What follows belongs to an exercise in optimizing a design on an open flow for small area, a short achievable clock period and few clock cycles; a production flow would make more cautious choices.
Where RTL was checked, it was by simulation tests only, not by an equivalence proof against the original.

==> flow/design.v (excerpt) <==
module TriSolve4x4(
    input              clk,
    input              rst,
    input              start,
    input      [511:0] L_in,
    input      [511:0] U_in,
    input      [127:0] b_in,
    output reg         done,
    output     [127:0] x_out
);
clock: 150.0 ns
lec_check: 0
abc_area: 1
cap_margin: 20
core_area: 3 3 447 447
cts_buf_list: sky130_fd_sc_hd__clkbuf_8 sky130_fd_sc_hd__clkbuf_4
die_area: 0 0 450 450
slew_margin: 20
standard.sh (not shown) runs the stock make flow with config.mk's settings and CLKGATE_MAP_FILE= SYNTH_SCRIPT=/design/flow/synth_recipe.tcl, a recipe that flattens the netlist after the stock synthesis.
==> flow/flow/run.sh <==
#!/bin/bash
# The standard layout (standard.sh: the standard flow's synthesis and ORFS flow), except
# that the port buffers are plain buf_1 cells instead of the default choice.
# Every input and output port still gets its own buffer.
set -euo pipefail
bash standard.sh "BUFFER_PORTS_ARGS=-buffer_cell sky130_fd_sc_hd__buf_1" finish > standard_flow.log 2>&1
Then changed:
--- a/flow/design.v
+++ b/flow/design.v
@@ -204,25 +204,26 @@
                    | ({32{dnx[3]}} & dw3) | ({32{dnx[4]}} & dw4) | ({32{dnx[5]}} & dw5)
                    | ({32{dnx[6]}} & dw6) | ({32{dnx[7]}} & dw7);
   reg  [1:0]  ch;        
   reg  [31:0] opb;       
   wire [1:0] mi = (mp == 4'd0) ? 2'd1 : (mp == 4'd1 || mp == 4'd3 || mp == 4'd6) ? 2'd2 :
                   (mp == 4'd2 || mp == 4'd4 || mp == 4'd5) ? 2'd3 :
                   (mp == 4'd7 || mp == 4'd8) ? 2'd1 : 2'd0;
   wire [1:0] mj = (mp <= 4'd2) ? 2'd0 : (mp == 4'd3 || mp == 4'd4 || mp == 4'd11) ? 2'd1 :
                   (mp == 4'd5 || mp == 4'd8 || mp == 4'd10) ? 2'd2 : 2'd3;
   wire       mbwd = (mp >= 4'd6);
   wire       mdone = (mp == 4'd12);
   wire [3:0] rowdone_f = {mp > 4'd5, mp > 4'd3, mp > 4'd0, 1'b1};
-  wire [3:0] yrdy = ydn | (ff & rowdone_f);
+  wire       fold0 = prefold & (dp[2:0] == 3'd0);
+  wire [3:0] yrdy = ydn | (ff & rowdone_f) | {3'b0, fold0};
   wire       srcrdy = mbwd ? xdn[mj] : yrdy[mj];
   function [31:0] sel4;
     input [1:0] k;
     input [31:0] a0, a1, a2, a3;
     sel4 = k[1] ? (k[0] ? a3 : a2) : (k[0] ? a1 : a0);
   endfunction
   reg  [31:0] dr;        
   reg         dbusy;
   reg  [W-1:0] rr;       
   reg  [31:0] nq;        
   reg  [5:0]  sc;        
   reg         qsg;       
@@ -257,25 +258,26 @@
       mc = sb;
     end else if (ch == 2'd0) begin
       dg = {1'b0, opb[10:0]};
       mc = sb;
     end else if (ch == 2'd1) begin
       dg = {1'b0, opb[21:11]};
       mc = {sb[20:0], 11'd0};
     end else begin
       dg = {{2{opb[31]}}, opb[31:22]};
       mc = {sb[9:0], 22'd0};
     end
   end
-  wire        flip = wstep ? dr[31] : (sg[mj] ^ (mbwd & sg[mi]));
+  wire [3:0]  sgx = sg | {3'b0, fold0 & d_mone};
+  wire        flip = wstep ? dr[31] : (sgx[mj] ^ (mbwd & sg[mi]));
   wire [31:0] wx   = {sd[30:0], nq[31]};
   wire [31:0] acc  = wstep ? wx : sa;
   wire [12:0] dge = {dg, 1'b0};
   reg  [31:0] row0, row1, row2, row3, row4, row5;
   reg  [31:0] negs;
   reg  [31:0] sel;
   reg         one, two, neg;
   reg  [2:0]  bt;
   integer k, b;
   always @* begin
     negs = 32'd0;
     row0 = 0; row1 = 0; row2 = 0; row3 = 0; row4 = 0; row5 = 0;
@@ -391,49 +393,54 @@
         done <= 1'b0;
       end
     end else if (all_end && sg_n == 4'd0) begin
       busy <= 1'b0;
       done <= 1'b1;
     end
   end
   wire        mwr = mfire | wstep;
   wire [1:0]  mwrow = wstep ? drow : mi;
   wire [31:0] mwdata = wstep ? wrem : macres;
   wire [3:0]  dsel = {4{dwr}} & (4'b0001 << dwrow);
   wire [3:0]  msel = {4{mwr}} & (4'b0001 << mwrow) & ~dsel;
+  reg first;
   always @(posedge clk) begin
+    first <= ~busy & start;
     if (!busy) begin
       if (start) begin
         slot0 <= b_in[31:0];
         slot1 <= b_in[63:32];
-        slot2 <= b_in[95:64];
-        slot3 <= b_in[127:96];
       end
     end else begin
       if (dsel[0]) slot0 <= dwdata; else if (msel[0]) slot0 <= mwdata;
       if (dsel[1]) slot1 <= dwdata; else if (msel[1]) slot1 <= mwdata;
-      if (dsel[2]) slot2 <= dwdata; else if (msel[2]) slot2 <= mwdata;
-      if (dsel[3]) slot3 <= dwdata; else if (msel[3]) slot3 <= mwdata;
+      if (first) begin
+        slot2 <= b_in[95:64];
+        slot3 <= b_in[127:96];
+      end else begin
+        if (dsel[2]) slot2 <= dwdata; else if (msel[2]) slot2 <= mwdata;
+        if (dsel[3]) slot3 <= dwdata; else if (msel[3]) slot3 <= mwdata;
+      end
     end
   end
   always @(posedge clk) begin
     if (!busy) begin
       opb <= opbn;
       dr  <= drn;
       if (start) begin
         mp    <= 4'd0;
         ch    <= 2'd0;
         dp    <= 4'd0;
-        sg    <= {3'b0, dw0 == 32'hffffffff};
-        ff    <= {3'b0, (dw0[31:1] == 31'd0 && dw0[0]) || (dw0 == 32'hffffffff)};
+        sg    <= 4'd0;
+        ff    <= 4'd0;
         ydn   <= 4'd0;
         xdn   <= 4'd0;
         dbusy <= 1'b0;
         fix   <= 1'b0;
       end
     end else begin
       sg <= sg_n;
       if (all_end && sg_n != 4'd0) fix <= 1'b1;
       if (mfire) begin
         if (mlast) begin
           mp  <= mpn;
           ch  <= 2'd0;
=> The new run completed with no timing, DRC or antenna violations. Setup slack loses 1100 ps. First-iteration DRC count rises by 11%. Final cell count rises by 2.2%. Via count rises by 3.4%. Die area is unchanged. Wire length rises by 6.5%. Maximum frequency falls by 3.4%. Sequential cell count rises by 1. Utilization rises by 0.12 points. Cell area rises by 0.45%.
No functional check of the RTL was part of any run of this note.

========
Another version of the RTL of TriSolve4x4 (not shown whole).
Size in the first run: about 5,900 cells after synthesis, about 290 flip-flops, about 1,300 I/O pins.
==> flow/design.v (excerpt) <==
module TriSolve4x4(
    input              clk,
    input              rst,
    input              start,
    input      [511:0] L_in,
    input      [511:0] U_in,
    input      [127:0] b_in,
    output reg         done,
    output     [127:0] x_out
);
==> flow/config.mk <==
export PLATFORM = sky130hd
export DESIGN_NAME = TriSolve4x4
export DESIGN_NICKNAME = TriSolve4x4
export VERILOG_FILES = /design/flow/design.v
export SDC_FILE = /design/flow/constraint.sdc
export NUM_CORES = 8
export LEC_CHECK = 0
export ABC_AREA = 1
export CAP_MARGIN = 20
export CORE_AREA = 3 3 447 447
export CTS_BUF_LIST = sky130_fd_sc_hd__clkbuf_8 sky130_fd_sc_hd__clkbuf_4
export DIE_AREA = 0 0 450 450
export SLEW_MARGIN = 20
==> flow/constraint.sdc <==
create_clock -name core_clock -period 150.0 [get_ports {clk}]
set_input_delay 30.0000 -clock core_clock [delete_from_list [all_inputs] [get_ports {clk}]]
set_output_delay 30.0000 -clock core_clock [all_outputs]
set_load 0.01 [all_outputs]
Scripts as last shown in full above: flow/flow/run.sh
Change:
--- a/flow/design.v
+++ b/flow/design.v
@@ -161,17 +161,14 @@
     output reg         done,
     output     [127:0] x_out
 );
   localparam W = 8;
   reg  [31:0] slot0, slot1, slot2, slot3;
   assign x_out = {slot3, slot2, slot1, slot0};
   reg  [3:0]  sg;        
-  reg  [3:0]  ff;        
-  reg  [3:0]  ydn;       
-  reg  [3:0]  xdn;       
   reg         busy;
   reg         fix;       
   wire [31:0] mw0  = L_in[(4*1+0)*32 +: 32];
   wire [31:0] mw1  = L_in[(4*2+0)*32 +: 32];
   wire [31:0] mw2  = L_in[(4*3+0)*32 +: 32];
   wire [31:0] mw3  = L_in[(4*2+1)*32 +: 32];
   wire [31:0] mw4  = L_in[(4*3+1)*32 +: 32];
@@ -210,15 +207,17 @@
                   (mp == 4'd7 || mp == 4'd8) ? 2'd1 : 2'd0;
   wire [1:0] mj = (mp <= 4'd2) ? 2'd0 : (mp == 4'd3 || mp == 4'd4 || mp == 4'd11) ? 2'd1 :
                   (mp == 4'd5 || mp == 4'd8 || mp == 4'd10) ? 2'd2 : 2'd3;
   wire       mbwd = (mp >= 4'd6);
   wire       mdone = (mp == 4'd12);
   wire [3:0] rowdone_f = {mp > 4'd5, mp > 4'd3, mp > 4'd0, 1'b1};
   wire       fold0 = prefold & (dp[2:0] == 3'd0);
-  wire [3:0] yrdy = ydn | (ff & rowdone_f) | {3'b0, fold0};
+  wire [3:0] ddone = {dp > 4'd3, dp > 4'd2, dp > 4'd1, dp > 4'd0};
+  wire [3:0] yrdy = (ddone & rowdone_f) | {3'b0, fold0};
+  wire [3:0] xdn  = {dp > 4'd4, dp > 4'd5, dp > 4'd6, dp > 4'd7};
   wire       srcrdy = mbwd ? xdn[mj] : yrdy[mj];
   function [31:0] sel4;
     input [1:0] k;
     input [31:0] a0, a1, a2, a3;
     sel4 = k[1] ? (k[0] ? a3 : a2) : (k[0] ? a1 : a0);
   endfunction
   reg  [31:0] dr;        
@@ -431,17 +430,14 @@
         dnx <= 8'd2;
       end
       if (start) begin
         mp    <= 4'd0;
         ch    <= 2'd0;
         dp    <= 4'd0;
         sg    <= 4'd0;
-        ff    <= 4'd0;
-        ydn   <= 4'd0;
-        xdn   <= 4'd0;
         dbusy <= 1'b0;
         fix   <= 1'b0;
       end
     end else begin
       sg <= sg_n;
       if (all_end && sg_n != 4'd0) fix <= 1'b1;
       if (mfire) begin
@@ -449,37 +445,28 @@
           mp  <= mpn;
           ch  <= 2'd0;
           opb <= opbn;
           mnx <= {mnx[10:0], 1'b0};
         end else
           ch <= ch + 2'd1;
       end
-      if (prefold)
-        ff[drow] <= 1'b1;
-      if (setup && (s_res || s_zero)) begin
-        if (!dfwd) xdn[drow] <= 1'b1;
-        else       ydn[drow] <= 1'b1;
-      end
       if (s_div) begin
         dbusy <= 1'b1;
         qsg   <= nsign ^ dr[31];
         dwide <= ~dnar;
         rr    <= grp2 ? {W{1'b0}} : nabs[16 +: W];
         nq    <= grp2 ? nabs : {nabs[15:0], 16'd0};
         sc    <= ~dnar ? 6'd32 : (grp2 ? 6'd2 : 6'd1);
       end
       if (dbusy) begin
         nq <= qn;
         rr <= sr;
         sc <= sc - 6'd1;
-        if (dfin) begin
+        if (dfin)
           dbusy <= 1'b0;
-          if (!dfwd) xdn[drow] <= 1'b1;
-          else       ydn[drow] <= 1'b1;
-        end
       end
       if (dadv) begin
         dp  <= dpn;
         dr  <= drn;
         dnx <= {dnx[6:0], 1'b0};
       end
       if (all_end && sg_n == 4'd0) begin
What happened:
- design area stays flat
- cell count increases by 0.63%
- register-to-register slack gets worse by 0.42 ns
- critical path depth increases by 1
- hold slack gets better by 0.019 ns
- global-route usage is about the same
- sequential share of layout area decreases by 0.76 points
- wire length hardly moves
- worst setup slack gets worse by 0.074 ns
- via count stays flat
- core utilization barely changes
- maximum frequency is about the same
Testbench counts after the change, summed over its fixed seeds: cycles 5,520.
Function not checked in the first run of this note: the RTL went through the layout flow alone.

========
Another version of the RTL of TriSolve4x4 (not shown whole).
For scale: roughly 1300 I/O pins, ~0.046 sq mm of cells after synthesis.
==> flow/design.v (excerpt) <==
module TriSolve4x4(
    input              clk,
    input              rst,
    input              start,
    input      [511:0] L_in,
    input      [511:0] U_in,
    input      [127:0] b_in,
    output reg         done,
    output     [127:0] x_out
);
Settings: LEC_CHECK=0, ABC_AREA=1, CAP_MARGIN=20, CORE_AREA=3 3 447 447, CTS_BUF_LIST=sky130_fd_sc_hd__clkbuf_8 sky130_fd_sc_hd__clkbuf_4, DIE_AREA=0 0 450 450, PLACE_DENSITY=0.85, SLEW_MARGIN=20; clock period 150.0 ns.
==> flow/flow/run.sh <==
#!/bin/bash
# The standard layout (standard.sh: the standard flow's synthesis and ORFS flow) with two
# changes to how it is made:
#  - the port buffers are plain buf_1 cells instead of the default choice
#    (every input and output port still gets its own buffer);
#  - before pin placement, flow/pins.tcl groups, bit by bit, the input pins
#    that feed the same register bit and the output pins of that bit, so that
#    each bit's input multiplexer and output wires stay local.
set -euo pipefail
bash standard.sh "BUFFER_PORTS_ARGS=-buffer_cell sky130_fd_sc_hd__buf_1" \
  "PRE_IO_PLACEMENT_TCL=$PWD/flow/pins.tcl" finish > standard_flow.log 2>&1
==> flow/flow/pins.tcl <==
for {set b 0} {$b < 32} {incr b} {
  set pins {}
  foreach w {4 8 12 9 13 14 0 5 10 15} { lappend pins "L_in\[[expr {$w*32+$b}]\]" }
  foreach w {11 7 6 3 2 1} { lappend pins "U_in\[[expr {$w*32+$b}]\]" }
  foreach w {15 10 5 0} { lappend pins "U_in\[[expr {$w*32+$b}]\]" }
  foreach k {0 1 2 3} { lappend pins "b_in\[[expr {$k*32+$b}]\]" }
  foreach k {0 1 2 3} { lappend pins "x_out\[[expr {$k*32+$b}]\]" }
  set_io_pin_constraint -group -order -pin_names $pins
}
Rerun with:
--- a/flow/design.v
+++ b/flow/design.v
@@ -250,49 +250,41 @@
   wire [1:0]  fixrow = sg[0] ? 2'd0 : sg[1] ? 2'd1 : sg[2] ? 2'd2 : 2'd3;
   wire [1:0]  didx = fix ? fixrow : drow;
   reg  [3:0]  mio, mjo;     
   wire [31:0] sa = ({32{mio[0]}} & slot0) | ({32{mio[1]}} & slot1) | ({32{mio[2]}} & slot2) | ({32{mio[3]}} & slot3);
   wire [31:0] sb = ({32{mjo[0]}} & slot0) | ({32{mjo[1]}} & slot1) | ({32{mjo[2]}} & slot2) | ({32{mjo[3]}} & slot3);
   wire [31:0] sd = sel4(didx, slot0, slot1, slot2, slot3);
   wire        fits = (&opb[31:11]) | ~(|opb[31:11]);
   reg  [11:0] dg;
   reg  [31:0] mc;
   always @* begin
-    if (ch == 2'd0) begin
+    if (wstep) begin
+      dg = 12'd1;
+      mc = dr;
+    end else if (ch == 2'd0) begin
       dg = opb[11:0];
       mc = sb;
     end else if (ch == 2'd1) begin
       dg = {1'b0, opb[10:0]};
       mc = sb;
     end else if (ch == 2'd2) begin
       dg = {1'b0, opb[21:11]};
       mc = {sb[20:0], 11'd0};
     end else begin
       dg = {{2{opb[31]}}, opb[31:22]};
       mc = {sb[9:0], 22'd0};
     end
   end
   wire [3:0]  sgx = sg | {3'b0, fold0 & d_mone};
-  wire        flip = sgx[mj] ^ (mbwd & sg[mi]);
-  wire [31:0] acc  = sa;
+  wire        flip = wstep ? dr[31] : (sgx[mj] ^ (mbwd & sg[mi]));
   wire [31:0] wx   = {sd[30:0], nq[31]};
-  wire [31:0] wy   = dr ^ {32{~dr[31]}};
-  reg  [31:0] wt;          
-  reg         wc;
-  integer w;
-  always @* begin
-    wc = ~dr[31];
-    for (w = 0; w < 32; w = w + 1) begin
-      wt[w] = wx[w] ^ wy[w] ^ wc;
-      wc = (wx[w] & wy[w]) | (wc & (wx[w] ^ wy[w]));
-    end
-  end
+  wire [31:0] acc  = wstep ? wx : sa;
   wire [12:0] dge = {dg, 1'b0};
   reg  [31:0] row0, row1, row2, row3, row4, row5;
   reg  [31:0] negs;
   reg  [31:0] sel;
   reg         one, two, neg;
   reg  [2:0]  bt;
   integer k, b;
   always @* begin
     negs = 32'd0;
     row0 = 0; row1 = 0; row2 = 0; row3 = 0; row4 = 0; row5 = 0;
@@ -381,38 +373,36 @@
   integer s;
   always @* begin
     st = {ci_r, ci_n};
     for (s = 0; s < 6; s = s + 1)
       st = r4step(st[W+31:32], st[31:0], d8, d8x3);
     r6 = st[W+31:32];
     n6 = st[31:0];
   end
   wire [W-1:0] sr = r6;
   wire [31:0]  sn = n6;
-  wire        wq = ~wt[31];                            
+  wire        wq = ~macres[31];                        
   wire [31:0] qn = dwide ? {nq[30:0], wq} : sn;
   wire        dfin = dbusy & (sc == 6'd1);
   reg         ones_r;
   wire [W-1:0] dm1 = d8 - 1'b1;
   wire        c6f = ones & (r6 == dm1);
   wire        c8f = ones_r & ~dwide & (sr == dm1);
   wire [31:0] dwin = fix ? sd : dbusy ? qn : wset ? mag : n6;
   wire        dwx  = fix | (dbusy ? qsg : ~wset & qsnow);
   wire        dwc  = fix | (dbusy ? (qsg ^ c8f) : wset ? ones : (qsnow ^ c6f));
-  wire [31:0] dwx1 = dwin ^ {32{dwx}};
-  wire [31:0] dwx2 = dwx1 + 32'd1;
-  wire [31:0] dwv  = dwc ? dwx2 : dwx1;
+  wire [31:0] dwv  = (dwin ^ {32{dwx}}) + {31'd0, dwc};
   wire        szw = setup & ((s_zero & ~s_res) | (s_div & ~dnar));
   wire        dwr = dfin | fix | szw | s_fin;
   wire [1:0]  dwrow = fix ? fixrow : drow;
   wire [31:0] dwdata = szw ? 32'd0 : dwv;
-  wire [31:0] wrem = wq ? wt : wx;
+  wire [31:0] wrem = wq ? macres : wx;
   wire        dadv = prefold | dfin | (setup & (s_res | s_zero)) | s_fin;
   reg [3:0] sg_n;
   always @* begin
     sg_n = sg;
     if (prefold) sg_n[drow] = d_mone;
     if (setup & s_res) sg_n[drow] = nsg ^ d_mone;
     if ((setup & s_zero & ~s_res) | dfin | s_fin) sg_n[drow] = 1'b0;
     if (fix) sg_n[fixrow] = 1'b0;
   end
   wire all_end = (dadv & (dp == 4'd7)) | fix;
=>
- The new run ran to the end with no violations
- synthesized area went down by 3.3%
- sequential share of layout area went up by 0.33 points
- clock skew went up by 7.6 ps
- via count went down by 0.51%
- setup slack loses 130 ps
- worst hold slack gains 13 ps
- global-route usage went down by 1.5 points
- critical path depth went up by 13
- maximum frequency went down by 0.41%
- cell count went down by 1.8%
- design area went down by 2.0%
- routed wire length went down by 6.9%
No run of this note included a check of the RTL's function; only the layout flow was run.

-- separate check: timing with driven ports --
The flow's constraints put no driver on any port. The routed layouts listed below were extracted and timed again, unchanged, in two steps.
Step 1 (the two cells are an assumption about what drives the block):
set clk [get_ports {clk}]
set_driving_cell -lib_cell sky130_fd_sc_hd__clkbuf_16 $clk
set_driving_cell -lib_cell sky130_fd_sc_hd__buf_2 [delete_from_list [all_inputs] $clk]
Step 2 adds t to the input delays and takes it off the output delays; t is the mean of the earliest and latest rising clock arrival at the registers after step 1. Input paths then give back, and output paths get back, about the clock's delay inside the block.
Three values: no drivers, after step 1, after step 2; two values: the first two.
| run | t, ns | setup slack, ns | worst setup path at the end | clock arrival spread, ns | pins driven straight from the clock port |
|---|---|---|---|---|---|
| the first run of note 1 | 0.776 | 118.366 / 118.294 / 117.667 | input to register | 0.058 / 0.059 | 1 |
| the second run of note 1 | 0.756 | 117.242 / 117.300 / 116.544 | input to register | 0.025 / 0.025 | 1 |
| the first run of note 2 | 0.766 | 117.509 / 117.532 / 116.767 | input to register | 0.045 / 0.045 | 1 |
| the second run of note 2 | 0.766 | 117.435 / 117.474 / 116.708 | input to register | 0.122 / 0.122 | 1 |
| the first run of note 3 | 0.773 | 117.637 / 117.637 / 117.637 | register to register | 0.052 / 0.052 | 1 |
| the second run of note 3 | 0.807 | 117.503 / 117.503 / 117.503 | register to register | 0.059 / 0.059 | 1 |
After both steps setup and hold are still met in every run listed. For the first run of note 2, which loses most, drivers alone change the setup slack by +0.023 ns; drivers and shift together by -0.742 ns.
